What follows belongs to an exercise in optimizing a design on an open flow for small area and a short achievable clock period; a production flow would make more cautious choices.
Where RTL was checked, it was by simulation tests only, not by an equivalence proof against the original.
Power and IR drop assume default switching activity.

==> module RAM_slave, before the edit <==
module RAM_slave #(parameter ADDRESS=8, parameter DATA=8, parameter LOCATION=64)(
input PCLK,PRESETn,
input PENABLE,
input PWRITE,
input [ADDRESS-1:0] waddr,
input [ADDRESS-1:0] raddr,
input [DATA-1:0] pwdata,
output reg [DATA-1:0] rdata
);
reg [DATA-1:0] memory [0:63];
reg [7:0] w_row, w_bank;    
reg [DATA-1:0] wr_data_n;   
wire [7:0] w_row_d, w_bank_d;
onehot8 w_row_dec (.en(PENABLE & PWRITE & (waddr < LOCATION)), .a(waddr[2:0]), .y(w_row_d));
dec8 w_bank_dec (.a(waddr[5:3]), .y(w_bank_d));
always @(posedge PCLK or negedge PRESETn)
begin
if(!PRESETn)
w_row<=8'b0;
else
w_row<=w_row_d;
end
always @(posedge PCLK)
begin
w_bank<=w_bank_d;
wr_data_n<=~pwdata;
end
wire rd = PENABLE & ~PWRITE;
wire [7:0] r_row [0:DATA-1];
wire [7:0] r_bank;
onehot8 r_bank_dec (.en(rd & (raddr < LOCATION)), .a(raddr[5:3]), .y(r_bank));
genvar g, b;
generate
for (b=0; b<DATA; b=b+1) begin : rdec
dec8 r_row_dec (.a(raddr[2:0]), .y(r_row[b]));
end
for (g=0; g<64; g=g+1) begin : loc
wire [DATA-1:0] d;
ram_row_next #(.DATA(DATA)) nxt (.bank(w_bank[g/8]), .row(w_row[g%8]), .wd_n(wr_data_n), .q(memory[g]), .d(d));
always @(posedge PCLK or negedge PRESETn)
begin
if(!PRESETn)
memory[g]<='b0;
else
memory[g]<=d;
end
end
for (b=0; b<DATA; b=b+1) begin : rbit
wire [7:0] bank_data;
wire rnext;
for (g=0; g<8; g=g+1) begin : bank
sel8 s (.sel(r_row[b]), .d({memory[8*g+7][b], memory[8*g+6][b], memory[8*g+5][b], memory[8*g+4][b],
                         memory[8*g+3][b], memory[8*g+2][b], memory[8*g+1][b], memory[8*g][b]}),
        .y(bank_data[g]));
end
sel8_hold s (.sel(r_bank), .d(bank_data), .hold(~rd), .q(rdata[b]), .y(rnext));
always @(posedge PCLK or negedge PRESETn)
begin
if(!PRESETn)
rdata[b]<=1'b0;
else
rdata[b]<=rnext;
end
end
endgenerate
endmodule
export LEC_CHECK = 0
export CAP_MARGIN = 20
export CORE_MARGIN = 2
export CORE_UTILIZATION = 40
export PLACE_DENSITY = 0.6
export SETUP_SLACK_MARGIN = 2.8
export SLEW_MARGIN = 20
export SYNTH_HIERARCHICAL = 1
export TNS_END_PERCENT = 10
create_clock -name core_clock -period 5.0 [get_ports {PCLK}]
standard.sh (not shown) runs the stock make flow with config.mk's settings and CLKGATE_MAP_FILE= SYNTH_SCRIPT=/design/flow/synth_recipe.tcl, a recipe that flattens the netlist after the stock synthesis.
==> flow/flow/run.sh <==
#!/bin/bash
# The standard layout (standard.sh, synthesis unchanged) with three changes
# to how the layout is made:
#  - the resizer may pick any size of a cell, not only cells of the same footprint
#  - ports are buffered with buf_2 instead of the delay buffer buffer_ports picks
#  - larger clock-sink clusters and no CTS dummy loads
# Each tool's output stays in orfs/logs/; make's output goes to standard.log.
set -e
bash standard.sh \
  MATCH_CELL_FOOTPRINT=0 \
  "BUFFER_PORTS_ARGS=-buffer_cell sky130_fd_sc_hd__buf_2" \
  "CTS_ARGS=-sink_clustering_enable -repair_clock_nets -sink_clustering_size 25 -sink_clustering_max_diameter 100 -dont_use_dummy_load" \
  finish > standard.log 2>&1
Edit:
--- a/flow/design.v
+++ b/flow/design.v
@@ -46,14 +46,14 @@
 w_bank<=w_bank_d;
 wr_data_n<=~pwdata;
 end
 wire rd = PENABLE & ~PWRITE;
-wire [7:0] r_row [0:DATA-1];
+wire [7:0] r_row [0:DATA/2-1];
 wire [7:0] r_bank;
 onehot8 r_bank_dec (.en(rd & (raddr < LOCATION)), .a(raddr[5:3]), .y(r_bank));
 genvar g, b;
 generate
-for (b=0; b<DATA; b=b+1) begin : rdec
+for (b=0; b<DATA/2; b=b+1) begin : rdec
 dec8 r_row_dec (.a(raddr[2:0]), .y(r_row[b]));
 end
 for (g=0; g<64; g=g+1) begin : loc
 wire [DATA-1:0] d;
@@ -69,9 +69,9 @@
 for (b=0; b<DATA; b=b+1) begin : rbit
 wire [7:0] bank_data;
 wire rnext;
 for (g=0; g<8; g=g+1) begin : bank
-sel8 s (.sel(r_row[b]), .d({memory[8*g+7][b], memory[8*g+6][b], memory[8*g+5][b], memory[8*g+4][b],
+sel8 s (.sel(r_row[b/2]), .d({memory[8*g+7][b], memory[8*g+6][b], memory[8*g+5][b], memory[8*g+4][b],
                          memory[8*g+3][b], memory[8*g+2][b], memory[8*g+1][b], memory[8*g][b]}),
         .y(bank_data[g]));
 end
 sel8_hold s (.sel(r_bank), .d(bank_data), .hold(~rd), .q(rdata[b]), .y(rnext));
=> Utilization decreases by 1.4 points. Non-clock buffer count went down by 21. Power decreases by 2.3%. Combinational power came out lower by 18%. Routed wire length falls by 18%. Clock-buffer cell count drops by 1. Maximum frequency is higher by 3.3%. Clock skew fell by 0.031 ns.
Function not checked in the first run of this note: the RTL went through the layout flow alone.

## re-timing with driven ports
No port has a modelled driver above. Below, the same layouts with a new extraction and two added sets of constraints.
Step 1 assumes that a clkbuf_16 drives the clock port and a buf_2 every other input.
Step 2 adds t to the input delays and takes it off the output delays; t is the mean of the earliest and latest rising clock arrival at the registers after step 1. Input paths then give back, and output paths get back, about the clock's delay inside the block.
a / b / c = ideal ports / drivers / drivers and shift; a / b = the first two.
| run | t (ns) | setup slack, ns | hold WS [ns] | worst register clock-pin slew, ns | worst slew at a driven data input, ns |
|---|---|---|---|---|---|
| the first run | 0.651 | 2.670 / 2.525 / 1.874 | 0.429 / 0.422 / 0.473 | 0.12 / 0.12 | 0.24 |
| the second run | 0.635 | 2.746 / 2.720 / 2.106 | 0.399 / 0.390 / 0.455 | 0.10 / 0.10 | 0.06 |
After both steps every run listed still meets setup and hold. For the first run, which loses most, drivers alone change the setup slack by -0.145 ns; drivers and shift together by -0.796 ns.
